What follows belongs to an exercise in optimizing a design on an open flow for a short achievable clock period and few clock cycles; a production flow would make more cautious choices. The RTL was checked by simulation tests, not by an equivalence proof against the original design. Power figures rest on the tool's default switching activity, not on a simulated workload.

==> flow/run.sh <==
#!/bin/bash
# synth_recipe.tcl (not shown) runs the flow's synth.tcl, then flattens the netlist and writes it again
# the make line also repeats each setting of config.mk as NAME=value (left out here)
make -C /OpenROAD-flow-scripts/flow DESIGN_CONFIG=/design/flow/config.mk WORK_HOME=/design/flow/orfs CLKGATE_MAP_FILE= SYNTH_SCRIPT=/design/flow/synth_recipe.tcl finish
==> flow/constraint.sdc <==
create_clock -name core_clock -period 18.0 [get_ports {mips_cpu_clk}]
set_input_delay 3.6000 -clock core_clock [delete_from_list [all_inputs] [get_ports {mips_cpu_clk}]]
set_output_delay 3.6000 -clock core_clock [all_outputs]
set_load 0.01 [all_outputs]
==> flow/config.mk <==
export PLATFORM = sky130hd
export DESIGN_NAME = mips_cpu_top
export DESIGN_NICKNAME = mips_cpu_top
export VERILOG_FILES = /design/flow/design.v
export SDC_FILE = /design/flow/constraint.sdc
export NUM_CORES = 4
export LEC_CHECK = 0
export CAP_MARGIN = 20
export CORE_MARGIN = 2
export CORE_UTILIZATION = 35
export SLEW_MARGIN = 20
==> flow/design.v <==
`timescale 10ns / 1ns
module mips_cpu(
    input               rst,
    input               clk,
    output reg  [31:0]  PC,
    output reg          Inst_Req_Valid,
    input               Inst_Req_Ack,
    input       [31:0]  Instruction,
    input               Inst_Valid,
    output reg          Inst_Ack,
    output      [31:0]  Address,
    output reg          MemWrite,
    output reg  [31:0]  Write_data,
    output reg  [ 3:0]  Write_strb,
    output reg          MemRead,
    input               Mem_Req_Ack,
    input       [31:0]  Read_data,
    input               Read_data_Valid,
    output reg          Read_data_Ack
);
    parameter BGTZ      = 6'b000_111;  
    parameter BLEZ      = 6'b000_110;  
    parameter BLTZ      = 6'b000_001;  
    parameter REGIMM    = 6'b000_001;  
    parameter BNE       = 6'b000_101;  
    parameter BEQ       = 6'b000_100;  
    parameter J         = 6'b000_010;  
    parameter JAL       = 6'b000_011;  
    parameter JALR_FUNC = 6'b001_001;  
    parameter JR_FUNC   = 6'b001_000;  
    parameter ADDIU     = 6'b001_001;  
    parameter SLTI      = 6'b001_010;  
    parameter SLTIU     = 6'b001_011;  
    parameter ANDI      = 6'b001_100;  
    parameter SPECIAL   = 6'b000_000;  
    parameter ORI       = 6'b001_101;  
    parameter XORI      = 6'b001_110;  
    parameter NOR_FUNC  = 6'b100_111;  
    parameter SLTU_FUNC = 6'b101_011;  
    parameter XOR_FUNC  = 6'b100_110;  
    parameter SLTU      = 6'b101_011;  
    parameter SPECIAL2  = 6'b011_100;
    parameter MUL_FUNC  = 6'b000_010;  
    parameter LW        = 6'b100_011;  
    parameter LUI       = 6'b001_111;  
    parameter LB        = 6'b100_000;  
    parameter LBU       = 6'b100_100;  
    parameter LH        = 6'b100_001;  
    parameter LHU       = 6'b100_101;  
    parameter LWL       = 6'b100_010;  
    parameter LWR       = 6'b100_110;  
    parameter SW        = 6'b101_011;  
    parameter SB        = 6'b101_000;  
    parameter SH        = 6'b101_001;  
    parameter SWL       = 6'b101_010;  
    parameter SWR       = 6'b101_110;  
    parameter MOVN      = 6'b001_011;  
    parameter MOVZ      = 6'b001_010;  
    parameter SRA_FUNC  = 6'b000_011;  
    parameter SRAV_FUNC = 6'b000_111;  
    parameter SRL_FUNC  = 6'b000_010;  
    parameter SRLV_FUNC = 6'b000_110;  
    parameter SLL_FUNC  = 6'b000_000;  
    parameter SLLV_FUNC = 6'b000_100;  
    parameter IF        = 7'b000_0001;
    parameter IW        = 7'b000_0010;
    parameter ID_EX     = 7'b000_0100;
    parameter ST        = 7'b000_1000;
    parameter LD        = 7'b001_0000;
    parameter RDW       = 7'b010_0000;
    parameter WB        = 7'b100_0000;
    reg         [31:0]  Instruction_i;
    reg         [31:0]  Read_data_i;
    reg         [ 6:0]  state;
    reg         [ 6:0]  state_next;
    wire        [31:0]  mips_alu_in_a;
    wire        [31:0]  mips_alu_in_b;
    wire                mips_alu_out_Overflow;
    wire                mips_alu_out_CarryOut;
    wire                mips_alu_out_Zero;
    wire        [31:0]  mips_alu_out_Result;
    reg         [ 4:0]  mips_rf_in_waddr; 
    wire                mips_rf_in_wen;
    reg         [31:0]  mips_rf_in_wdata;
    wire        [31:0]  mips_rf_out_rdata_1;
    wire        [31:0]  mips_rf_out_rdata_2;
    wire        [ 4:0]  mips_rf_in_addr_1;
    wire        [ 4:0]  mips_rf_in_addr_2;
    wire                mips_cu_out_RegDst;
    wire                mips_cu_out_ALUSrc;
    wire                mips_cu_out_Mem2Reg;
    wire                mips_cu_out_RegWrite;
    wire                mips_cu_out_Branch;
    wire                mips_cu_out_Jump;
    wire                mips_cu_out_ALUop_1;
    wire                mips_cu_out_ALUop_0;
    wire                PCWrite;
    wire        [2:0]   ALUctr;
    wire        [3:0]   LoadSign;
    wire        [31:0]  mips_PC_4;
    reg         [31:0]  mips_PC_next;
    wire        [31:0]  mips_sign_extend;
    wire        [ 4:0]  mips_shifter_width;
    wire        [ 1:0]  mips_shifter_control;
    wire        [31:0]  mips_shifter_output;
    alu mips_alu(
        .A(mips_alu_in_a),
        .B(mips_alu_in_b),
        .ALUop(ALUctr),
        .Overflow(mips_alu_out_Overflow),
        .CarryOut(mips_alu_out_CarryOut),
        .Zero(mips_alu_out_Zero),
        .Result(mips_alu_out_Result)
        );
    reg_file mips_rf(
        .rst(rst),
        .clk(clk),
        .waddr(mips_rf_in_waddr),
        .raddr1(mips_rf_in_addr_1),
        .raddr2(mips_rf_in_addr_2),
        .wen(mips_rf_in_wen),
        .wdata(mips_rf_in_wdata),
        .rdata1(mips_rf_out_rdata_1),
        .rdata2(mips_rf_out_rdata_2)
        );
    control_unit mips_cu(
        .OpCode(Instruction[31:26]),
        .Func(Instruction[5:0]),
        .cu_rdata_1(mips_rf_out_rdata_1),
        .cu_rdata_2(mips_rf_out_rdata_2),
        .cu_state_next(state_next),
        .clk(clk),
        .RegDst(mips_cu_out_RegDst),
        .ALUSrc(mips_cu_out_ALUSrc),
        .Mem2Reg(mips_cu_out_Mem2Reg),
        .RegWrite(mips_cu_out_RegWrite),
        .Branch(mips_cu_out_Branch),
        .Jump(mips_cu_out_Jump),
        .ALUop1(mips_cu_out_ALUop_1),
        .ALUop0(mips_cu_out_ALUop_0),
        .PCWrite(PCWrite),
        .LoadSign(LoadSign),
        .ALUctr(ALUctr)
        );
    barrel_shifter mips_shifter(
        .shifter_input(mips_rf_out_rdata_2),
        .shifter_width(mips_shifter_width),
        .shifter_contrl(mips_shifter_control),
        .shifter_output(mips_shifter_output)
        );
    always@(posedge clk) begin
        if(rst)
            state <= IF;
        else
            state <= state_next;
    end
    always@(*) begin
        if(rst)
            state_next = IF;
        else begin
            case(state)
                IF: state_next = (Inst_Req_Ack)? IW:IF;
                IW: state_next = (Inst_Valid)?   ID_EX:IW;
                ST: state_next = (Mem_Req_Ack)?  IF:ST;
                LD: state_next = (Mem_Req_Ack)?  RDW:LD;
                RDW: state_next = (Read_data_Valid)? WB:RDW;
                WB: state_next = IF;
                ID_EX:  begin
                    if((Instruction_i[31:26] == JAL) 
                    || (Instruction_i[31:26] == J) 
                    || (Instruction_i[31:26] == SPECIAL && Instruction_i[5:0] == JR_FUNC) 
                    || (Instruction_i[31:26] == SPECIAL && Instruction_i[5:0] == JALR_FUNC) 
                    || (Instruction_i[31:26] == BEQ) 
                    || (Instruction_i[31:26] == BNE) 
                    || (Instruction_i[31:26] == BLEZ) 
                    || (Instruction_i[31:26] == BLTZ) 
                    || (Instruction_i[31:26] == BGTZ)
                    || (Instruction_i[31:26] == SPECIAL && Instruction_i[5:0]== MOVN)
                    || (Instruction_i[31:26] == SPECIAL && Instruction_i[5:0]== MOVZ))
                        state_next = IF;
                    else if(Instruction_i[31:26] == LBU 
                         || Instruction_i[31:26] == LB 
                         || Instruction_i[31:26] == LW 
                         || Instruction_i[31:26] == LWL
                         || Instruction_i[31:26] == LWR 
                         || Instruction_i[31:26] == LH 
                         || Instruction_i[31:26] == LHU)
                        state_next = LD;
                    else if(Instruction_i[31:26] == SW 
                         || Instruction_i[31:26] == SH
                         || Instruction_i[31:26] == SWL
                         || Instruction_i[31:26] == SWR
                         || Instruction_i[31:26] == SB)
                        state_next = ST;
                    else
                        state_next = WB;
                end
                default: state_next = IF;
            endcase            
        end
    end
    always@(posedge clk)
    begin
        if(state_next == ID_EX) begin
            Instruction_i <= Instruction;            
        end
    end
    always @(posedge clk) begin
        if(state_next == WB) begin
            Read_data_i <= Read_data;
        end
    end
    always @(posedge clk) begin
        if (rst) begin
            PC <= 32'd0;
        end
        else if(state == ID_EX) 
        begin
            PC <= mips_PC_next;
        end
    end
    always @(*) begin
        if (state == ID_EX) begin
            if (PCWrite) 
            begin
                casez({Instruction_i[31:26],Instruction_i[5:0]})
                    12'b000010??????: 
                        mips_PC_next <= {mips_PC_4[31:28],Instruction_i[25:0],2'b00};
                    12'b000011??????: 
                        mips_PC_next <= {mips_PC_4[31:28],Instruction_i[25:0],2'b00};
                    12'b000000001001: 
                        mips_PC_next <= mips_rf_out_rdata_1;
                    12'b000000001000: 
                        mips_PC_next <= mips_rf_out_rdata_1;
                    default: 
                    begin
                        if ((Instruction_i[31:26] == 6'b000_100 && mips_rf_out_rdata_1 == mips_rf_out_rdata_2)  
                         || (Instruction_i[31:26] == 6'b000_101 && mips_rf_out_rdata_1 != mips_rf_out_rdata_2)  
                         || ({Instruction_i[31:26],Instruction_i[20:16]} == {6'b000_001, 5'b000_01} && mips_rf_out_rdata_1[31] == 1'b0)  
                         || (Instruction_i[31:26] == 6'b000_110 && (mips_rf_out_rdata_1[31] == 1'b1 || mips_rf_out_rdata_1 == 32'd0))  
                         || ({Instruction_i[31:26],Instruction_i[20:16]} == {6'b000_001, 5'b000_00} && mips_rf_out_rdata_1[31] == 1'b1)  
                         || (Instruction_i[31:26] == 6'b000_111 && (mips_rf_out_rdata_1[31] == 1'b0 && mips_rf_out_rdata_1 != 32'd0)) )  
                        begin
                            mips_PC_next <= {mips_sign_extend[31], mips_sign_extend[28:0], 2'b00} + mips_PC_4;
                        end
                        else begin
                            mips_PC_next <= mips_PC_4;
                        end
                    end
                endcase
            end
            else begin
                mips_PC_next <= mips_PC_4;
            end              
        end
        else begin
            mips_PC_next <= mips_PC_4;
        end
    end
    assign   mips_PC_4 = PC + 32'd4;
    always @(*) begin
        if ((state == ID_EX) || (state == WB)) begin
            case(LoadSign)
                4'b0000: 
                    mips_rf_in_wdata <= mips_alu_out_Result;
                4'b0001: 
                    mips_rf_in_wdata <= (mips_alu_out_CarryOut == 1'b1) ? {31'd0,1'b1} : {32'd0};
                4'b0010: 
                    mips_rf_in_wdata <= mips_PC_4 + 32'd4;
                4'b0100: 
                    mips_rf_in_wdata <= {Instruction_i[15:0],16'd0};
                4'b0101: 
                    mips_rf_in_wdata <= mips_rf_out_rdata_1;
                4'b0011: 
                begin
                    case(Instruction_i[31:26])
                        LW :mips_rf_in_wdata <= Read_data_i;
                        LB :mips_rf_in_wdata <= (mips_alu_out_Result[1:0] == 2'b00) ? {{24{Read_data_i[ 7]}},Read_data_i[ 7: 0]}
                                              :((mips_alu_out_Result[1:0] == 2'b01) ? {{24{Read_data_i[15]}},Read_data_i[15: 8]}
                                              :((mips_alu_out_Result[1:0] == 2'b10) ? {{24{Read_data_i[23]}},Read_data_i[23:16]}
                                              :((mips_alu_out_Result[1:0] == 2'b11) ? {{24{Read_data_i[31]}},Read_data_i[31:24]}
                                              :  Read_data_i)));
                        LBU:mips_rf_in_wdata <= (mips_alu_out_Result[1:0] == 2'b00) ? {{24'd0},Read_data_i[ 7: 0]}
                                              :((mips_alu_out_Result[1:0] == 2'b01) ? {{24'd0},Read_data_i[15: 8]}
                                              :((mips_alu_out_Result[1:0] == 2'b10) ? {{24'd0},Read_data_i[23:16]}
                                              :((mips_alu_out_Result[1:0] == 2'b11) ? {{24'd0},Read_data_i[31:24]}
                                              :  Read_data_i)));
                        LH :mips_rf_in_wdata <= (mips_alu_out_Result[1] == 1'b0) ? {{16{Read_data_i[15]}},Read_data_i[15: 0]}
                                              :((mips_alu_out_Result[1] == 1'b1) ? {{16{Read_data_i[31]}},Read_data_i[31:16]}
                                              :  Read_data_i);
                        LHU:mips_rf_in_wdata <= (mips_alu_out_Result[1] == 1'b0) ? {{16'd0},Read_data_i[15: 0]}
                                              :((mips_alu_out_Result[1] == 1'b1) ? {{16'd0},Read_data_i[31:16]}
                                              :  Read_data_i);
                        LWL:mips_rf_in_wdata <= (mips_alu_out_Result[1:0] == 2'b00) ? {Read_data_i[ 7: 0],mips_rf_out_rdata_2[23:0]}
                                              :((mips_alu_out_Result[1:0] == 2'b01) ? {Read_data_i[15: 0],mips_rf_out_rdata_2[15:0]}
                                              :((mips_alu_out_Result[1:0] == 2'b10) ? {Read_data_i[23: 0],mips_rf_out_rdata_2[ 7:0]}
                                              :((mips_alu_out_Result[1:0] == 2'b11) ?  Read_data_i
                                              :  Read_data_i)));
                        LWR:mips_rf_in_wdata <= (mips_alu_out_Result[1:0] == 2'b00) ? Read_data_i
                                              :((mips_alu_out_Result[1:0] == 2'b01) ? {mips_rf_out_rdata_2[31:24],Read_data_i[31: 8]}
                                              :((mips_alu_out_Result[1:0] == 2'b10) ? {mips_rf_out_rdata_2[31:16],Read_data_i[31:16]}
                                              :((mips_alu_out_Result[1:0] == 2'b11) ? {mips_rf_out_rdata_2[31: 8],Read_data_i[31:24]}
                                              :  Read_data_i)));
                        default: mips_rf_in_wdata <= 32'd0; 
                    endcase
                end
                4'b1000: 
                    mips_rf_in_wdata <= (mips_alu_out_CarryOut == 1'b1) ? {31'd0,1'b1} : {32'd0};
                4'b1001: 
                    mips_rf_in_wdata <= mips_shifter_output;
                4'b1010: 
                    mips_rf_in_wdata <= ~(mips_rf_out_rdata_1 | mips_rf_out_rdata_2);
                4'b1011: 
                    mips_rf_in_wdata <= mips_rf_out_rdata_1 ^ mips_rf_out_rdata_2;
                4'b1100: 
                    mips_rf_in_wdata <= mips_rf_out_rdata_1 & {16'd0,Instruction_i[15:0]};
                4'b1101: 
                    mips_rf_in_wdata <= mips_rf_out_rdata_1 | {16'd0,Instruction_i[15:0]};
                4'b1110: 
                    mips_rf_in_wdata <= mips_rf_out_rdata_1 ^ {16'd0,Instruction_i[15:0]};
                4'b0110: 
                    mips_rf_in_wdata <= mips_rf_out_rdata_1 * mips_rf_out_rdata_2;
                default: 
                    mips_rf_in_wdata <= 32'd0;
            endcase            
        end
        else begin
            mips_rf_in_wdata <= 32'd0;
        end
    end
    assign mips_rf_in_wen = mips_cu_out_RegWrite;
    assign mips_rf_in_addr_1 = (({Instruction[31:26],Instruction[5:0]} == {SPECIAL,MOVZ}) || ({Instruction[31:26],Instruction[5:0]} == {SPECIAL,MOVN})) ? Instruction[25:21] : Instruction_i[25:21];
    assign mips_rf_in_addr_2 = (({Instruction[31:26],Instruction[5:0]} == {SPECIAL,MOVZ}) || ({Instruction[31:26],Instruction[5:0]} == {SPECIAL,MOVN})) ? Instruction[20:16] : Instruction_i[20:16];
    always @(*) begin
        if ((state == ID_EX) || (state == WB)) begin
            mips_rf_in_waddr <= (Instruction_i[31:26] == JAL) ? 5'd31 : (mips_cu_out_RegDst ? Instruction_i[15:11] : Instruction_i[20:16]);
        end        
        else begin
            mips_rf_in_waddr <= 5'd0; 
        end
    end
    always @(posedge clk) begin
        if ((state == ID_EX) && (LoadSign ==4'b0100)) begin
            case(Instruction_i[31:26])
                SWL: Write_data <=  (mips_alu_out_Result[1:0] == 2'b00) ? {24'd0,mips_rf_out_rdata_2[31:24]}
                                 : ((mips_alu_out_Result[1:0] == 2'b01) ? {16'd0,mips_rf_out_rdata_2[31:16]}
                                 : ((mips_alu_out_Result[1:0] == 2'b10) ? {8'd0,mips_rf_out_rdata_2[31:8]}
                                 : ((mips_alu_out_Result[1:0] == 2'b11) ? mips_rf_out_rdata_2
                                 :   mips_rf_out_rdata_2)));
                SWR: Write_data <=  (mips_alu_out_Result[1:0] == 2'b00) ? mips_rf_out_rdata_2
                                 : ((mips_alu_out_Result[1:0] == 2'b01) ? {mips_rf_out_rdata_2[23: 0],8'd0}
                                 : ((mips_alu_out_Result[1:0] == 2'b10) ? {mips_rf_out_rdata_2[15: 0],16'd0}
                                 : ((mips_alu_out_Result[1:0] == 2'b11) ? {mips_rf_out_rdata_2[ 7: 0],24'd0}
                                 :   mips_rf_out_rdata_2)));
                SB: Write_data  <=  {4{mips_rf_out_rdata_2[7:0]}};
                SH: Write_data  <=  {2{mips_rf_out_rdata_2[15:0]}};
                default: Write_data <=   mips_rf_out_rdata_2;
            endcase                   
        end
        else begin
            Write_data <= mips_rf_out_rdata_2;
        end
    end
    assign      Address              = {mips_alu_out_Result[31:2],2'b00};
    assign      mips_shifter_width   =  (Instruction_i[5:0] == SLL_FUNC) ? Instruction_i[10:6] 
                                     : ((Instruction_i[5:0] == SLLV_FUNC) ? mips_rf_out_rdata_1[4:0]
                                     : ((Instruction_i[5:0] == SRA_FUNC) ? Instruction_i[10:6]
                                     : ((Instruction_i[5:0] == SRAV_FUNC) ? mips_rf_out_rdata_1[4:0]
                                     : ((Instruction_i[5:0] == SRL_FUNC) ? Instruction_i[10:6]
                                     : ((Instruction_i[5:0] == SRLV_FUNC) ? mips_rf_out_rdata_1[4:0]
                                     : 5'd0)))));
    assign      mips_shifter_control =  (({Instruction_i[31:26],Instruction_i[5:0]} == {SPECIAL,SLL_FUNC}) || 
                                         ({Instruction_i[31:26],Instruction_i[5:0]} == {SPECIAL,SLLV_FUNC})) ? 2'b10 
                                     : ((({Instruction_i[31:26],Instruction_i[5:0]} == {SPECIAL,SRA_FUNC}) || 
                                         ({Instruction_i[31:26],Instruction_i[5:0]} == {SPECIAL,SRAV_FUNC})) ? 2'b00
                                     : ((({Instruction_i[31:26],Instruction_i[5:0]} == {SPECIAL,SRL_FUNC}) || 
                                         ({Instruction_i[31:26],Instruction_i[5:0]} == {SPECIAL,SRLV_FUNC})) ? 2'b01
                                     : 2'b00)) ;
    always @(posedge clk) begin
       if ((state == ID_EX) && (LoadSign == 4'b0100)) begin
            case(Instruction_i[31:26])
                SWL:Write_strb <=     (mips_alu_out_Result[1:0] == 2'b00) ? 4'b0001
                                    :((mips_alu_out_Result[1:0] == 2'b01) ? 4'b0011
                                    :((mips_alu_out_Result[1:0] == 2'b10) ? 4'b0111
                                    :((mips_alu_out_Result[1:0] == 2'b11) ? 4'b1111
                                    :4'b1111)));
                SWR:Write_strb <=     (mips_alu_out_Result[1:0] == 2'b00) ? 4'b1111
                                    :((mips_alu_out_Result[1:0] == 2'b01) ? 4'b1110
                                    :((mips_alu_out_Result[1:0] == 2'b10) ? 4'b1100
                                    :((mips_alu_out_Result[1:0] == 2'b11) ? 4'b1000
                                    :4'b1111)));
                SB:Write_strb  <=     (mips_alu_out_Result[1:0] == 2'b00) ? 4'b0001
                                    :((mips_alu_out_Result[1:0] == 2'b01) ? 4'b0010
                                    :((mips_alu_out_Result[1:0] == 2'b10) ? 4'b0100
                                    :((mips_alu_out_Result[1:0] == 2'b11) ? 4'b1000
                                    :4'b1111)));
                SH:Write_strb  <=     (mips_alu_out_Result[1] == 1'b0) ? 4'b0011
                                    :((mips_alu_out_Result[1] == 1'b1) ? 4'b1100
                                    :4'b1111);
                default:Write_strb <= 4'b1111;
            endcase 
        end
        else begin
            Write_strb <= 4'b1111;
        end
    end
    assign    mips_alu_in_a        = mips_rf_out_rdata_1;
    assign    mips_alu_in_b        = mips_cu_out_ALUSrc ? mips_sign_extend : mips_rf_out_rdata_2;
    assign    mips_sign_extend    = {{16{Instruction_i[15]}}, Instruction_i[15:0]};
    always @(posedge clk) begin
        case(state_next)
            IF:begin
                if (rst) begin
                    {Inst_Req_Valid,Inst_Ack,Read_data_Ack,MemRead,MemWrite} <= {1'b0,1'b1,1'b0,2'b00}; 
                end
                else begin
                    {Inst_Req_Valid,Inst_Ack,Read_data_Ack,MemRead,MemWrite} <= {1'b1,1'b0,1'b0,2'b00};
                end
            end
            IW: begin
                {Inst_Req_Valid,Inst_Ack,Read_data_Ack,MemRead,MemWrite} <= {1'b0,1'b1,1'b0,2'b00};
            end
            ID_EX: begin 
                {Inst_Req_Valid,Inst_Ack,Read_data_Ack,MemRead,MemWrite} <= {1'b0,1'b0,1'b0,2'b00};         
            end
            ST: begin
                {Inst_Req_Valid,Inst_Ack,Read_data_Ack,MemRead,MemWrite} <= {1'b0,1'b0,1'b0,2'b01};
            end
            LD: begin
                {Inst_Req_Valid,Inst_Ack,Read_data_Ack,MemRead,MemWrite} <= {1'b0,1'b0,1'b0,2'b10};
            end
            RDW: begin
                {Inst_Req_Valid,Inst_Ack,Read_data_Ack,MemRead,MemWrite} <= {1'b0,1'b0,1'b1,2'b00};
            end
            WB: begin
                {Inst_Req_Valid,Inst_Ack,Read_data_Ack,MemRead,MemWrite} <= {1'b0,1'b0,1'b0,2'b00};
            end
            default: begin
                {Inst_Req_Valid,Inst_Ack,Read_data_Ack,MemRead,MemWrite} <= {1'b0,1'b1,1'b0,2'b00}; 
            end
        endcase            
    end
endmodule
module control_unit(
    input           clk,
    input   [ 5:0]  OpCode,
    input   [ 5:0]  Func,
    input   [31:0]  cu_rdata_1,
    input   [31:0]  cu_rdata_2,
    input   [ 6:0]  cu_state_next,
    output reg      RegDst,
    output reg      ALUSrc,
    output reg      Mem2Reg,
    output reg      RegWrite,
    output reg      Branch,
    output reg      Jump,
    output reg      ALUop1,
    output reg      ALUop0,
    output reg    [3:0]  LoadSign,
    output reg           PCWrite,
    output reg    [2:0]  ALUctr
);
    parameter BGTZ      = 6'b000_111;  
    parameter BLEZ      = 6'b000_110;  
    parameter BLTZ      = 6'b000_001;  
    parameter REGIMM    = 6'b000_001;  
    parameter BNE       = 6'b000_101;  
    parameter BEQ       = 6'b000_100;  
    parameter J         = 6'b000_010;  
    parameter JAL       = 6'b000_011;  
    parameter JALR_FUNC = 6'b001_001;  
    parameter JR_FUNC   = 6'b001_000;  
    parameter ADDIU     = 6'b001_001;  
    parameter SLTI      = 6'b001_010;  
    parameter SLTIU     = 6'b001_011;  
    parameter ANDI      = 6'b001_100;  
    parameter SPECIAL   = 6'b000_000;  
    parameter ORI       = 6'b001_101;  
    parameter XORI      = 6'b001_110;  
    parameter NOR_FUNC  = 6'b100_111;  
    parameter SLTU_FUNC = 6'b101_011;  
    parameter XOR_FUNC  = 6'b100_110;  
    parameter SLTU      = 6'b101_011;  
    parameter SPECIAL2  = 6'b011_100;
    parameter MUL_FUNC  = 6'b000_010;  
    parameter LW        = 6'b100_011;  
    parameter LUI       = 6'b001_111;  
    parameter LB        = 6'b100_000;  
    parameter LBU       = 6'b100_100;  
    parameter LH        = 6'b100_001;  
    parameter LHU       = 6'b100_101;  
    parameter LWL       = 6'b100_010;  
    parameter LWR       = 6'b100_110;  
    parameter SW        = 6'b101_011;  
    parameter SB        = 6'b101_000;  
    parameter SH        = 6'b101_001;  
    parameter SWL       = 6'b101_010;  
    parameter SWR       = 6'b101_110;  
    parameter MOVN      = 6'b001_011;  
    parameter MOVZ      = 6'b001_010;  
    parameter SRA_FUNC  = 6'b000_011;  
    parameter SRAV_FUNC = 6'b000_111;  
    parameter SRL_FUNC  = 6'b000_010;  
    parameter SRLV_FUNC = 6'b000_110;  
    parameter SLL_FUNC  = 6'b000_000;  
    parameter SLLV_FUNC = 6'b000_100;  
    parameter IF        = 7'b000_0001;
    parameter IW        = 7'b000_0010;
    parameter ID_EX     = 7'b000_0100;
    parameter ST        = 7'b000_1000;
    parameter LD        = 7'b001_0000;
    parameter RDW       = 7'b010_0000;
    parameter WB        = 7'b100_0000;
    always @(posedge clk) begin
        case(cu_state_next)
            IF:begin
                {RegWrite, PCWrite} <= {1'b0,1'b0};
            end
            IW: begin
                {RegWrite, PCWrite} <= {1'b0,1'b0};
            end
            ID_EX: begin
                case(OpCode)
                    ADDIU:
                        {Jump, RegDst,ALUSrc,Mem2Reg,RegWrite, Branch, ALUop1,ALUop0, LoadSign, PCWrite, ALUctr} <= {8'b0_0100_0_00,4'b0000, 1'b0, 3'b010}; 
                    SPECIAL: begin
                        case(Func)
                            6'b001_011:
                                {Jump, RegDst,ALUSrc,Mem2Reg,RegWrite, Branch, ALUop1,ALUop0, LoadSign, PCWrite, ALUctr} <= (cu_rdata_2 != 32'd0) ? {8'b0_1001_0_00,4'b0101, 1'b0, 3'b000} : {8'b0_1000_0_00,4'b0101, 1'b0, 3'b000}; 
                            6'b001_010:
                                {Jump, RegDst,ALUSrc,Mem2Reg,RegWrite, Branch, ALUop1,ALUop0, LoadSign, PCWrite, ALUctr} <= (cu_rdata_2 == 32'd0) ? {8'b0_1001_0_00,4'b0101, 1'b0, 3'b000} : {8'b0_1000_0_00,4'b0101, 1'b0, 3'b000}; 
                            6'b001_001:
                                {Jump, RegDst,ALUSrc,Mem2Reg,RegWrite, Branch, ALUop1,ALUop0, LoadSign, PCWrite, ALUctr} <=   {8'b1_1001_0_00,4'b0010, 1'b1, 3'b000};  
                            6'b001_000:
                                {Jump, RegDst,ALUSrc,Mem2Reg,RegWrite, Branch, ALUop1,ALUop0, LoadSign, PCWrite, ALUctr} <=   {8'b1_0000_0_00,4'b1111, 1'b1, 3'b000};  
                            6'b100_110:
                                {Jump, RegDst,ALUSrc,Mem2Reg,RegWrite, Branch, ALUop1,ALUop0, LoadSign, PCWrite, ALUctr} <=   {8'b0_1000_0_00,4'b1011, 1'b0, 3'b000};  
                            6'b100_111:
                                {Jump, RegDst,ALUSrc,Mem2Reg,RegWrite, Branch, ALUop1,ALUop0, LoadSign, PCWrite, ALUctr} <=   {8'b0_1000_0_00,4'b1010, 1'b0, 3'b000};  
                            6'b000_011:
                                {Jump, RegDst,ALUSrc,Mem2Reg,RegWrite, Branch, ALUop1,ALUop0, LoadSign, PCWrite, ALUctr} <=   {8'b0_1000_0_00,4'b1001, 1'b0, 3'b000};  
                            6'b000_111:
                                {Jump, RegDst,ALUSrc,Mem2Reg,RegWrite, Branch, ALUop1,ALUop0, LoadSign, PCWrite, ALUctr} <=   {8'b0_1000_0_00,4'b1001, 1'b0, 3'b000};  
                            6'b000_010:
                                {Jump, RegDst,ALUSrc,Mem2Reg,RegWrite, Branch, ALUop1,ALUop0, LoadSign, PCWrite, ALUctr} <=   {8'b0_1000_0_00,4'b1001, 1'b0, 3'b000};  
                            6'b000_110:
                                {Jump, RegDst,ALUSrc,Mem2Reg,RegWrite, Branch, ALUop1,ALUop0, LoadSign, PCWrite, ALUctr} <=   {8'b0_1000_0_00,4'b1001, 1'b0, 3'b000};  
                            6'b000_000:
                                {Jump, RegDst,ALUSrc,Mem2Reg,RegWrite, Branch, ALUop1,ALUop0, LoadSign, PCWrite, ALUctr} <=   {8'b0_1000_0_00,4'b1001, 1'b0, 3'b000};  
                            6'b000_100: 
                                {Jump, RegDst,ALUSrc,Mem2Reg,RegWrite, Branch, ALUop1,ALUop0, LoadSign, PCWrite, ALUctr} <=   {8'b0_1000_0_00,4'b1001, 1'b0, 3'b000};  
                            6'b101_011:
                                {Jump, RegDst,ALUSrc,Mem2Reg,RegWrite, Branch, ALUop1,ALUop0, LoadSign, PCWrite, ALUctr} <=   {8'b0_1000_0_00,4'b1000, 1'b0, 3'b110};  
                            6'b100_011:
                                {Jump, RegDst,ALUSrc,Mem2Reg,RegWrite, Branch, ALUop1,ALUop0, LoadSign, PCWrite, ALUctr} <=   {8'b0_1000_0_00,4'b0000, 1'b0, 3'b110};  
                            6'b100_001:
                                {Jump, RegDst,ALUSrc,Mem2Reg,RegWrite, Branch, ALUop1,ALUop0, LoadSign, PCWrite, ALUctr} <=   {8'b0_1000_0_00,4'b0000, 1'b0, 3'b010};  
                            6'b100_101:
                                {Jump, RegDst,ALUSrc,Mem2Reg,RegWrite, Branch, ALUop1,ALUop0, LoadSign, PCWrite, ALUctr} <=   {8'b0_1000_0_00,4'b0000, 1'b0, 3'b001};  
                            6'b101_010:
                                {Jump, RegDst,ALUSrc,Mem2Reg,RegWrite, Branch, ALUop1,ALUop0, LoadSign, PCWrite, ALUctr} <=   {8'b0_1000_0_00,4'b0000, 1'b0, 3'b111};  
                            6'b100_000:
                                {Jump, RegDst,ALUSrc,Mem2Reg,RegWrite, Branch, ALUop1,ALUop0, LoadSign, PCWrite, ALUctr} <=   {8'b0_1000_0_00,4'b0000, 1'b0, 3'b010};  
                            6'b100_100:
                                {Jump, RegDst,ALUSrc,Mem2Reg,RegWrite, Branch, ALUop1,ALUop0, LoadSign, PCWrite, ALUctr} <=   {8'b0_1000_0_00,4'b0000, 1'b0, 3'b000};  
                            6'b100_101:
                                {Jump, RegDst,ALUSrc,Mem2Reg,RegWrite, Branch, ALUop1,ALUop0, LoadSign, PCWrite, ALUctr} <=   {8'b0_1000_0_00,4'b0000, 1'b0, 3'b001};  
                            default:
                                {Jump, RegDst,ALUSrc,Mem2Reg,RegWrite, Branch, ALUop1,ALUop0, LoadSign, PCWrite, ALUctr} <=   {8'b0_1000_0_00,4'b0000, 1'b0, 3'b000};  
                        endcase
                    end
                    BEQ:
                        {Jump, RegDst,ALUSrc,Mem2Reg,RegWrite, Branch, ALUop1,ALUop0, LoadSign, PCWrite, ALUctr} <= {8'b0_0000_1_01,4'b0000, 1'b1, 3'b110};  
                    BNE:
                        {Jump, RegDst,ALUSrc,Mem2Reg,RegWrite, Branch, ALUop1,ALUop0, LoadSign, PCWrite, ALUctr} <= {8'b0_0000_1_01,4'b0000, 1'b1, 3'b110};  
                    REGIMM:
                        {Jump, RegDst,ALUSrc,Mem2Reg,RegWrite, Branch, ALUop1,ALUop0, LoadSign, PCWrite, ALUctr} <= {8'b0_0000_1_00,4'b1111, 1'b1, 3'b000};  
                    BLEZ:
                        {Jump, RegDst,ALUSrc,Mem2Reg,RegWrite, Branch, ALUop1,ALUop0, LoadSign, PCWrite, ALUctr} <= {8'b0_0000_1_00,4'b1111, 1'b1, 3'b000};  
                    BGTZ:
                        {Jump, RegDst,ALUSrc,Mem2Reg,RegWrite, Branch, ALUop1,ALUop0, LoadSign, PCWrite, ALUctr} <= {8'b0_0000_1_00,4'b1111, 1'b1, 3'b000};  
                    SLTI:
                        {Jump, RegDst,ALUSrc,Mem2Reg,RegWrite, Branch, ALUop1,ALUop0, LoadSign, PCWrite, ALUctr} <= {8'b0_0100_0_00,4'b0000, 1'b0, 3'b111};  
                    SLTIU:
                        {Jump, RegDst,ALUSrc,Mem2Reg,RegWrite, Branch, ALUop1,ALUop0, LoadSign, PCWrite, ALUctr} <= {8'b0_0100_0_00,4'b0001, 1'b0, 3'b110};  
                    J:
                        {Jump, RegDst,ALUSrc,Mem2Reg,RegWrite, Branch, ALUop1,ALUop0, LoadSign, PCWrite, ALUctr} <= {8'b1_0000_0_00,4'b1111, 1'b1, 3'b000};  
                    JAL:
                        {Jump, RegDst,ALUSrc,Mem2Reg,RegWrite, Branch, ALUop1,ALUop0, LoadSign, PCWrite, ALUctr} <= {8'b1_0001_0_00,4'b0010, 1'b1, 3'b000};  
                    LUI:
                        {Jump, RegDst,ALUSrc,Mem2Reg,RegWrite, Branch, ALUop1,ALUop0, LoadSign, PCWrite, ALUctr} <= {8'b0_0000_0_00,4'b0100, 1'b0, 3'b000};  
                    ANDI:
                        {Jump, RegDst,ALUSrc,Mem2Reg,RegWrite, Branch, ALUop1,ALUop0, LoadSign, PCWrite, ALUctr} <= {8'b0_0000_0_00,4'b1100, 1'b0, 3'b000};  
                    ORI:
                        {Jump, RegDst,ALUSrc,Mem2Reg,RegWrite, Branch, ALUop1,ALUop0, LoadSign, PCWrite, ALUctr} <= {8'b0_0000_0_00,4'b1101, 1'b0, 3'b000};  
                    XORI:
                        {Jump, RegDst,ALUSrc,Mem2Reg,RegWrite, Branch, ALUop1,ALUop0, LoadSign, PCWrite, ALUctr} <= {8'b0_0000_0_00,4'b1110, 1'b0, 3'b000};  
                    SPECIAL2:begin
                        if (Func == MUL_FUNC) begin
                            {Jump, RegDst,ALUSrc,Mem2Reg,RegWrite, Branch, ALUop1,ALUop0, LoadSign, PCWrite, ALUctr} <= {8'b0_0000_0_00,4'b0110, 1'b0, 3'b000}; 
                        end
                        else begin
                            {Jump, RegDst,ALUSrc,Mem2Reg,RegWrite, Branch, ALUop1,ALUop0, LoadSign, PCWrite, ALUctr} <= {8'b0_0000_0_00,4'b0000, 1'b0, 3'b000};
                        end
                    end
                    LW:
                        {Jump, RegDst,ALUSrc,Mem2Reg,RegWrite, Branch, ALUop1,ALUop0, LoadSign, PCWrite, ALUctr} <= {8'b0_0110_0_00,4'b0011, 1'b0, 3'b010};  
                    LB:
                        {Jump, RegDst,ALUSrc,Mem2Reg,RegWrite, Branch, ALUop1,ALUop0, LoadSign, PCWrite, ALUctr} <= {8'b0_0110_0_00,4'b0011, 1'b0, 3'b010};  
                    LBU:
                        {Jump, RegDst,ALUSrc,Mem2Reg,RegWrite, Branch, ALUop1,ALUop0, LoadSign, PCWrite, ALUctr} <= {8'b0_0110_0_00,4'b0011, 1'b0, 3'b010};  
                    LH:
                        {Jump, RegDst,ALUSrc,Mem2Reg,RegWrite, Branch, ALUop1,ALUop0, LoadSign, PCWrite, ALUctr} <= {8'b0_0110_0_00,4'b0011, 1'b0, 3'b010};  
                    LHU:
                        {Jump, RegDst,ALUSrc,Mem2Reg,RegWrite, Branch, ALUop1,ALUop0, LoadSign, PCWrite, ALUctr} <= {8'b0_0110_0_00,4'b0011, 1'b0, 3'b010};  
                    LWL:
                        {Jump, RegDst,ALUSrc,Mem2Reg,RegWrite, Branch, ALUop1,ALUop0, LoadSign, PCWrite, ALUctr} <= {8'b0_0110_0_00,4'b0011, 1'b0, 3'b010};  
                    LWR:
                        {Jump, RegDst,ALUSrc,Mem2Reg,RegWrite, Branch, ALUop1,ALUop0, LoadSign, PCWrite, ALUctr} <= {8'b0_0110_0_00,4'b0011, 1'b0, 3'b010};  
                    SW:
                        {Jump, RegDst,ALUSrc,Mem2Reg,RegWrite, Branch, ALUop1,ALUop0, LoadSign, PCWrite, ALUctr} <= {8'b0_0100_0_00,4'b0100, 1'b0, 3'b010};  
                    SB:
                        {Jump, RegDst,ALUSrc,Mem2Reg,RegWrite, Branch, ALUop1,ALUop0, LoadSign, PCWrite, ALUctr} <= {8'b0_0100_0_00,4'b0100, 1'b0, 3'b010};  
                    SH:
                        {Jump, RegDst,ALUSrc,Mem2Reg,RegWrite, Branch, ALUop1,ALUop0, LoadSign, PCWrite, ALUctr} <= {8'b0_0100_0_00,4'b0100, 1'b0, 3'b010};  
                    SWL:
                        {Jump, RegDst,ALUSrc,Mem2Reg,RegWrite, Branch, ALUop1,ALUop0, LoadSign, PCWrite, ALUctr} <= {8'b0_0100_0_00,4'b0100, 1'b0, 3'b010};  
                    SWR:
                        {Jump, RegDst,ALUSrc,Mem2Reg,RegWrite, Branch, ALUop1,ALUop0, LoadSign, PCWrite, ALUctr} <= {8'b0_0100_0_00,4'b0100, 1'b0, 3'b010};  
                    default:
                        {Jump, RegDst,ALUSrc,Mem2Reg,RegWrite, Branch, ALUop1,ALUop0, LoadSign, PCWrite, ALUctr} <= {8'b0_0000_0_00,4'b1111, 1'b0, 3'b000};  
                endcase
            end
            ST: begin
                {RegWrite, PCWrite} <= {1'b0,1'b0};
            end
            LD: begin
                {RegWrite, PCWrite} <= {1'b0,1'b0};
            end
            RDW: begin
                {RegWrite, PCWrite} <= {1'b0,1'b0};
            end
            WB: begin
                {RegWrite, PCWrite} <= {1'b1,1'b0};
            end
            default: begin
                {Jump, RegDst,ALUSrc,Mem2Reg,RegWrite, Branch, ALUop1,ALUop0, LoadSign, PCWrite, ALUctr} <= {8'b0_0000_0_00,4'b1111, 1'b0, 3'b000};
            end
        endcase
    end
endmodule
module barrel_shifter(
    input       [31:0] shifter_input,
    input       [ 4:0] shifter_width,
    input       [ 1:0] shifter_contrl,
    output reg  [31:0] shifter_output
    );
    reg         [31:0] temp;
    always @(*) begin
        case (shifter_contrl)
            2'b00 : begin  
                temp = shifter_width[0] ? {{shifter_input[31]}, shifter_input[31:1]} : shifter_input;
                temp = shifter_width[1] ? {{2{temp[31]}}, temp[31:2]} : temp;
                temp = shifter_width[2] ? {{4{temp[31]}}, temp[31:4]} : temp;
                temp = shifter_width[3] ? {{8{temp[31]}}, temp[31:8]} : temp;
                temp = shifter_width[4] ? {{16{temp[31]}}, temp[31:16]} : temp;
            end
            2'b01 : begin  
                temp = shifter_width[0] ? {1'b0, shifter_input[31:1]} : shifter_input;
                temp = shifter_width[1] ? {2'b0, temp[31:2]} : temp;
                temp = shifter_width[2] ? {4'b0, temp[31:4]} : temp;
                temp = shifter_width[3] ? {8'b0, temp[31:8]} : temp;
                temp = shifter_width[4] ? {16'b0, temp[31:16]} : temp;
            end
            2'b10 : begin  
                temp = shifter_width[0] ? {shifter_input[30:0], 1'b0} : shifter_input;
                temp = shifter_width[1] ? {temp[29:0], 2'b0} : temp;
                temp = shifter_width[2] ? {temp[27:0], 4'b0} : temp;
                temp = shifter_width[3] ? {temp[23:0], 8'b0} : temp;
                temp = shifter_width[4] ? {temp[15:0], 16'b0} : temp;                
            end
            2'b11 : begin  
                temp = shifter_width[0] ? {shifter_input[30:0], 1'b0} : shifter_input;
                temp = shifter_width[1] ? {temp[29:0], 2'b0} : temp;
                temp = shifter_width[2] ? {temp[27:0], 4'b0} : temp;
                temp = shifter_width[3] ? {temp[23:0], 8'b0} : temp;
                temp = shifter_width[4] ? {temp[15:0], 16'b0} : temp;             
            end
            default : begin
                temp = 32'd0;
            end
        endcase
        shifter_output = temp;
    end
endmodule
module reg_file(
    input clk,
    input rst,
    input [5 - 1:0] waddr,
    input [5 - 1:0] raddr1,
    input [5 - 1:0] raddr2,
    input wen,
    input [32 - 1:0] wdata,
    output [32 - 1:0] rdata1,
    output [32 - 1:0] rdata2
);
    reg [31:0] r[31:0];
    assign rdata1 = r[raddr1];
    assign rdata2 = r[raddr2];
    always @(posedge clk) begin
        if (rst) begin
            r[0] <= 32'b0;
        end
        else if(wen && waddr) begin
            r[waddr] <= wdata;
        end
    end
endmodule
module alu(
    input [32 - 1:0] A,
    input [32 - 1:0] B,
    input [2:0] ALUop,
    output Overflow,
    output CarryOut,
    output Zero,
    output reg [32 - 1:0] Result
);
    parameter   AND      = 3'b000,    
                OR       = 3'b001,    
                ADD      = 3'b010,    
                SUBTRACT = 3'b110,    
                SLT      = 3'b111;    
    reg LastCout;                     
    reg SecondLastCout;               
    reg [32 - 1:0] Sum;      
    always @(*) begin
    SecondLastCout = 1'b0;
    LastCout = 1'b0;
    Sum = 32'b0;
        case (ALUop)
            AND: begin
                Result = A & B; 
            end
             OR: begin
                Result = A | B; 
             end
            ADD: begin
                {LastCout, Result} = {1'b0,A} + {1'b0,B};
            end
            SUBTRACT: begin
                {SecondLastCout,Result[32 - 2:0]} 
            = {1'b0,A[32 - 2:0]} + {1'b0,~B[32 - 2:0]} + 32'b1;
                {LastCout,Result[32 - 1]} 
            = {1'b0,A[32 - 1]} + {1'b0,~B[32 - 1]} 
            + {1'b0,SecondLastCout};
            end
            SLT: begin
                Sum = A + (~B + 32'b1);
                Result = (A[32 - 1] == B[32 - 1]) 
            ? ((Sum[32 - 1] == 1'b1) ? 32'b1 : 32'b0) 
                        : ((A[32 - 1] == 1'b1) ? 32'b1 : 32'b0);
            end
            default: begin
                Result = 32'b0; 
        LastCout = 1'b0;
        SecondLastCout = 1'b0;
        Result = 32'b0;
        Sum = 32'b0;
            end
        endcase
    end
    assign CarryOut = (ALUop == ADD && LastCout == 1'b1) || (ALUop == SUBTRACT && LastCout == 1'b0);
    assign Overflow = ((ALUop == SUBTRACT) && (LastCout ^ SecondLastCout))
                   || (
              (ALUop == ADD) 
              && (A[32 - 1] == B[32 - 1]) 
              && (B[32 - 1] != Result[32 - 1])
              );
    assign Zero = (ALUop == ADD || ALUop == SUBTRACT || ALUop == AND || ALUop == OR) 
        && (Result == 32'b0);
endmodule
`timescale 10 ns / 1 ns
module mips_cpu_top (
	input			mips_cpu_clk,
    input			mips_cpu_reset,
    output  [31:0]	mips_cpu_axi_if_araddr,
    input			mips_cpu_axi_if_arready,
    output			mips_cpu_axi_if_arvalid,
    output reg [31:0]	mips_cpu_axi_if_awaddr,
    input			    mips_cpu_axi_if_awready,
    output reg			mips_cpu_axi_if_awvalid,
    output			mips_cpu_axi_if_bready,
    input	[1:0]	mips_cpu_axi_if_bresp,
    input			mips_cpu_axi_if_bvalid,
    input	[31:0]	mips_cpu_axi_if_rdata,
    output			mips_cpu_axi_if_rready,
    input	[1:0]	mips_cpu_axi_if_rresp,
    input			mips_cpu_axi_if_rvalid,
    output reg [31:0]	mips_cpu_axi_if_wdata,
    input			    mips_cpu_axi_if_wready,
    output reg [3:0]	mips_cpu_axi_if_wstrb,
    output reg			mips_cpu_axi_if_wvalid
);
wire [31:0] PC;
wire Inst_Req_Valid;
wire Inst_Req_Ack;
wire [31:0] Instruction;
wire Inst_Valid;
wire Inst_Ack;
wire [31:0] Address;
wire MemWrite;
wire [31:0] Write_data;
wire [3:0] Write_strb;
wire MemRead;
wire Mem_Req_Ack;
wire [31:0] Read_data;
wire Read_data_Valid;
wire Read_data_Ack;
reg aw_req_ack_tag;
reg w_req_ack_tag;
reg [1:0] ar_req_tag;
always @(posedge mips_cpu_clk)
begin
	if (mips_cpu_reset == 1'b1)
	begin
		mips_cpu_axi_if_awaddr <= 'd0;
		mips_cpu_axi_if_awvalid <= 1'b0;
		aw_req_ack_tag <= 1'b0;
	end
	else if (~mips_cpu_axi_if_awvalid & (~mips_cpu_axi_if_wvalid) & MemWrite & (~Mem_Req_Ack))
	begin
		mips_cpu_axi_if_awaddr <= Address;
		mips_cpu_axi_if_awvalid <= 1'b1;
		aw_req_ack_tag <= 1'b0;
	end
	else if (mips_cpu_axi_if_awvalid & mips_cpu_axi_if_awready)
	begin
		mips_cpu_axi_if_awaddr <= 'd0;
		mips_cpu_axi_if_awvalid <= 1'b0;
		aw_req_ack_tag <= 1'b1;
	end
	else if (aw_req_ack_tag & w_req_ack_tag)
	begin
		mips_cpu_axi_if_awaddr <= mips_cpu_axi_if_awaddr;
		mips_cpu_axi_if_awvalid <= mips_cpu_axi_if_awvalid;
		aw_req_ack_tag <= 1'b0;
	end
	else
	begin
		mips_cpu_axi_if_awaddr <= mips_cpu_axi_if_awaddr;
		mips_cpu_axi_if_awvalid <= mips_cpu_axi_if_awvalid;
		aw_req_ack_tag <= aw_req_ack_tag;
	end
end
always @(posedge mips_cpu_clk)
begin
	if (mips_cpu_reset == 1'b1)
	begin
		mips_cpu_axi_if_wdata <= 'd0;
		mips_cpu_axi_if_wstrb <= 4'b0;
		mips_cpu_axi_if_wvalid <= 1'b0;
		w_req_ack_tag <= 1'b0;
	end
	else if (~mips_cpu_axi_if_awvalid & (~mips_cpu_axi_if_wvalid) & MemWrite & (~Mem_Req_Ack))
	begin
		mips_cpu_axi_if_wdata <= Write_data;
		mips_cpu_axi_if_wstrb <= Write_strb;
		mips_cpu_axi_if_wvalid <= 1'b1;
		w_req_ack_tag <= 1'b0;
	end
	else if (mips_cpu_axi_if_wvalid & mips_cpu_axi_if_wready)
	begin
		mips_cpu_axi_if_wdata <= 'd0;
		mips_cpu_axi_if_wstrb <= 4'b0;
		mips_cpu_axi_if_wvalid <= 1'b0;
		w_req_ack_tag <= 1'b1;
	end
	else if (aw_req_ack_tag & w_req_ack_tag)
	begin
		mips_cpu_axi_if_wdata <= mips_cpu_axi_if_wdata;
		mips_cpu_axi_if_wstrb <= mips_cpu_axi_if_wstrb;
		mips_cpu_axi_if_wvalid <= mips_cpu_axi_if_wvalid;
		w_req_ack_tag <= 1'b0;
	end
	else
	begin
		mips_cpu_axi_if_wdata <= mips_cpu_axi_if_wdata;
		mips_cpu_axi_if_wstrb <= mips_cpu_axi_if_wstrb;
		mips_cpu_axi_if_wvalid <= mips_cpu_axi_if_wvalid;
		w_req_ack_tag <= w_req_ack_tag;
	end
end
assign mips_cpu_axi_if_araddr = Inst_Req_Valid ? PC : (MemRead ? Address : 'd0);
assign mips_cpu_axi_if_arvalid = Inst_Req_Valid | MemRead;
always @(posedge mips_cpu_clk)
begin
	if (mips_cpu_reset == 1'b1)
		ar_req_tag <= 2'b00;
	else if ( (~|ar_req_tag) & mips_cpu_axi_if_arvalid & mips_cpu_axi_if_arready )
		ar_req_tag <= {MemRead, Inst_Req_Valid};
	else if ((|ar_req_tag) & mips_cpu_axi_if_rvalid & mips_cpu_axi_if_rready)
		ar_req_tag <= 2'b00;
	else
		ar_req_tag <= ar_req_tag;
end
assign mips_cpu_axi_if_rready = (Inst_Ack | Read_data_Ack);
assign mips_cpu_axi_if_bready = 1'b1;
assign Inst_Req_Ack = Inst_Req_Valid & mips_cpu_axi_if_arready;
assign Instruction = {32{ar_req_tag[0]}} & mips_cpu_axi_if_rdata;
assign Inst_Valid = ar_req_tag[0] & mips_cpu_axi_if_rvalid;
assign Read_data = {32{ar_req_tag[1]}} & mips_cpu_axi_if_rdata;
assign Read_data_Valid = ar_req_tag[1] & mips_cpu_axi_if_rvalid;
assign Mem_Req_Ack = (MemWrite & aw_req_ack_tag & w_req_ack_tag) | (MemRead & mips_cpu_axi_if_arready);
mips_cpu	u_mips_cpu (	
	.clk			(mips_cpu_clk),
	.rst			(mips_cpu_reset),
	.PC				(PC),
	.Inst_Req_Valid	(Inst_Req_Valid),
	.Inst_Req_Ack	(Inst_Req_Ack),
	.Instruction	(Instruction),
	.Inst_Valid		(Inst_Valid),
	.Inst_Ack		(Inst_Ack),
	.Address		(Address),
	.MemWrite		(MemWrite),
	.Write_data		(Write_data),
	.Write_strb		(Write_strb),
	.MemRead		(MemRead),
	.Mem_Req_Ack	(Mem_Req_Ack),
	.Read_data		(Read_data),
	.Read_data_Valid(Read_data_Valid),
	.Read_data_Ack	(Read_data_Ack)
);
endmodule
==> results.sh <==
export IMPL_clkTransAtPathRegs_ns=0.06
export IMPL_cp_end_kind="output port"
export IMPL_hp_start="u_mips_cpu.Write_data[31]$_DFF_P_"
export IMPL_ir_worst_vdd_v=0.0000981
export IMPL_tritoncts="yes"
export IMPL_critPathKind="input pin to output port"
export IMPL_cellLeakagePower_uw=0.0409
export IMPL_grt_pass1_vias=82300
export IMPL_cts_buffers=142
export IMPL_post_cts_setup_buffer_count=0
export IMPL_fmax_ghz=0.0572
export IMPL_synth_area_per_cell_sq_um=9.67
export IMPL_m1WireLength_mm=175
export IMPL_synth_warnings=6
export IMPL_drtAntennaViolNets=0
export IMPL_status="complete, no violations"
export IMPL_synth_commonest_cells="1478 x nand2_1, 1097 x edfxtp_1, 765 x nor2_1, 697 x inv_1, 431 x mux2i_1"
export IMPL_die_w_um=517
export IMPL_start_kind="input pin"
export IMPL_setup_tns_final_ns=0
export IMPL_ys_seq_area_share_pct=39.2
export IMPL_drt_iter0_markers=13000
export IMPL_initial_utilization_pct=35.1
export IMPL_slew_violations=0
export IMPL_rrSetupSlack_ns=4.36
export IMPL_final_setup_viol_count=0
export IMPL_synth_top_area_share_pct=35.8
export IMPL_synth_edf_count=1097
export IMPL_wl_per_cell_um=36.5
export IMPL_r2r_start="ar_req_tag[0]$_SDFFE_PP0P_"
export IMPL_port_buffers=139
export IMPL_cp_common_cell="a21oi_1"
export IMPL_ys_types=110
export IMPL_top_layer="met5"
export IMPL_maxSlewHeadroom_pct=12.1
export IMPL_wl_met3_mm=60.8
export IMPL_clock_skew_ns=0.0722
export IMPL_first_pass_iters=7
export IMPL_async_flop_share_pct=0
export IMPL_cts_root_buf="clkbuf_16"
export IMPL_grt_antenna_before_repair=36
export IMPL_num_vias=86000
export IMPL_hold_violations=0
export IMPL_p_comb_share_pct=2.1
export IMPL_timing_rr_end="u_mips_cpu.mips_rf.r[4][27]$_DFFE_PP_"
export IMPL_dieArea_sq_um=267000
export IMPL_place_hpwl_mm=336
export IMPL_min_path_cells=2
export IMPL_ctsHoldBuffers=0
export IMPL_worstPathArrival_ns=13.89
export IMPL_min_to="mips_cpu_axi_if_wdata[31]$_SDFFE_PP0P_"
export IMPL_synth_main_ff_cell="edfxtp_1"
export IMPL_grtUsageTotal_pct=35.6
export IMPL_cts_sinks=1251
export IMPL_syn_area_sq_um=91900
export IMPL_drive_gt1_share_pct=11.9
export IMPL_r2r_cells=45
export IMPL_power_density_nw_per_um2=58.5
export IMPL_met2_length_mm=208
export IMPL_dieHeight_um=517
export IMPL_vias_per_cell=6.45
export IMPL_place_gp_congestion=1.08
export IMPL_hold_class="flop to flop"
export IMPL_power_frac_seq_pct=50.5
export IMPL_rsz0062_at_grt="false"
export IMPL_crit_fanout=38
export IMPL_htreeDepth=4
export IMPL_nets=10500
export IMPL_cp_slowest_cell="a21o_4"
export IMPL_cap_violations=0
export IMPL_setup_worst_path_start="mips_cpu_axi_if_rdata[28]"
export IMPL_slowest_delay_ns=0.77
export IMPL_p_sw_uw=1410
export IMPL_yosysTopAreaCell="edfxtp_1"
export IMPL_grt_overflow=0
export IMPL_ios=148
export IMPL_synthCells=9512
export IMPL_clk_latency_ns=0.85
export IMPL_final_min_clock_period_ns=17.49
export IMPL_worstPathRequired_ns=14.40
export IMPL_finalWirelength_mm=486
export IMPL_p_int_uw=4760
export IMPL_drc=0
export IMPL_synthTopCellsByArea="edfxtp_1 36%, fa_1 9.0%, nand2_1 6.0%"
export IMPL_grt_pass1_wl_mm=665
export IMPL_clockBufferDepth=3
export IMPL_synth_ff_latch_count=1251
export IMPL_worstMarginPinSlew_ns=1.31
export IMPL_yosysMostFrequentCell="nand2_1"
export IMPL_finalCritPeriodShare_pct=97.2
export IMPL_syn2layout_area_growth_pct=14.6
export IMPL_swShare_pct=22.9
export IMPL_postCtsResizedCells=0
export IMPL_fp_coreArea_sq_um=262000
export IMPL_fin_total_pwr_uw=6170
export IMPL_grt_max_degree=80
export IMPL_row_count=188
export IMPL_clockPowerShare_pct=47.4
-- flip-flops by register name, summed over array words and instances (netlist names), 4 cells and up --
register	cells
u_mips_cpu.state	7
u_mips_cpu.mips_cu.LoadSign	4
u_mips_cpu.Instruction_i	32
u_mips_cpu.Read_data_i	32
u_mips_cpu.PC	32
u_mips_cpu.Write_data	32
mips_cpu_axi_if_awaddr	30
mips_cpu_axi_if_wstrb	4
u_mips_cpu.Write_strb	4
u_mips_cpu.mips_rf.r	1024
mips_cpu_axi_if_wdata	32
-- layout make-up --
cell class	count	area, sq um
Tap cell	3515	4400
Inverter	715	2680
Clock buffer	176	3720
Clock inverter	76	838
Sequential cell	1251	36000
Multi-Input combinational cell	6831	51200
Antenna cell	25	62.6
Fill cell	25500	156000
Timing Repair Buffer	748	6450
-- metal layers --
metal	vias up	GRT usage, %
li1	34900	-
met1	42900	43.2
met2	6438	53.5
met3	1728	10.8
met4	28	25.9
met5	-	0
-- placed cells by master (no fill, tap or decap), types with 113 or more instances in the layout --
master | synthesis | routed
a211oi_1 | 321 | 321
clkbuf_16 | 0 | 143
nand3_1 | 326 | 326
dfxtp_1 | 154 | 154
mux2i_1 | 431 | 416
ha_1 | 329 | 329
clkdlybuf4s50_1 | 0 | 138
o21ai_0 | 324 | 321
buf_4 | 36 | 570
nor2_1 | 765 | 727
edfxtp_1 | 1097 | 1097
xnor2_1 | 134 | 134
a21oi_1 | 402 | 384
a31oi_1 | 149 | 139
nand2_1 | 1478 | 1476
o211ai_1 | 113 | 113
inv_1 | 697 | 696
fa_1 | 413 | 413
a22oi_1 | 146 | 145
-- power groups by stage --
stage	Clock (uW)	Sequential, uW	Combinational, uW
global placement	0	3180	125
CTS	2930	3120	127
detailed placement	0	3180	126
finish	2920	3120	130
floorplan	0	3180	65.0
global route	3050	3110	136
-- worst max-delay path, delay by kind of cell --
| kind | cells | cell delay (ns) |
|---|---|---|
| AO/OA/AOI/OAI | 16 | 3.85 |
| buffers and inverters | 8 | 2.40 |
| multiplexers | 2 | 0.78 |
| adder cells (fa/ha/maj) | 2 | 0.86 |
| AND/OR/NAND/NOR | 7 | 2.20 |
-- metrics by stage --
stage                     hold slack, ns  setup slack, ns  utilization [%]  cells  cell area (sq um)
after floorplan                    0.456             2.80                -   9513              91900
after global placement             0.459            0.846             38.5  13100             101000
after detailed placement           0.466            0.795             38.5  13100             101000
after CTS                          0.485            0.748             40.2  13300             105000
after global routing               0.512           0.0919             40.2  13300             105000
final                              0.482            0.508             40.2  13300             105000
-- logic make-up after synthesis --
kind of cell / Yosys count / share of synthesized area [%]
buf+inv: 1431 / 6.29
mux: 588 / 7.77
simple gates: 3081 / 14.5
other cells: 2 / 0.00817
xor+xnor: 193 / 1.97
compound gates: 2224 / 16.8
fa+ha+maj: 742 / 13.5
flops: 1251 / 39.2
-- how the worst max path moves through the flow --
stage	endpoint	slack [ns]	cells after the start
floorplan	u_mips_cpu.mips_rf.r[0][31]$_DFFE_PP_	2.80	46
global placement	mips_cpu_axi_if_araddr[31]	0.85	35
detailed placement	mips_cpu_axi_if_araddr[31]	0.80	35
CTS	mips_cpu_axi_if_araddr[31]	0.75	35
global route	mips_cpu_axi_if_araddr[31]	0.09	35
finish	mips_cpu_axi_if_araddr[31]	0.51	35
Testbench counts, summed over its fixed seeds: cycles 458,160.

==> static timing again, ports no longer ideal <==
The flow's constraints put no driver on any port. The routed layout listed below was extracted and timed again, unchanged, in two steps. Step 1 sets driving cells, clkbuf_16 on the clock port and buf_2 on the other inputs (assumed; they add their load-dependent delay and slew). Step 2 adds t to the input delays and takes it off the output delays; t is the mean of the earliest and latest rising clock arrival at the registers after step 1. Input paths then give back, and output paths get back, about the clock's delay inside the block. Slacks: ideal / step 1 / step 2; pairs: ideal / step 1.
shift t [ns]: 0.908
setup slack, ns: 0.508 / 0.484 / 0.484
clock arrival spread, ns: 0.072 / 0.072
After both steps this run still meets setup and hold. For this run, drivers alone change the setup slack by -0.024 ns; drivers and shift together by -0.024 ns.
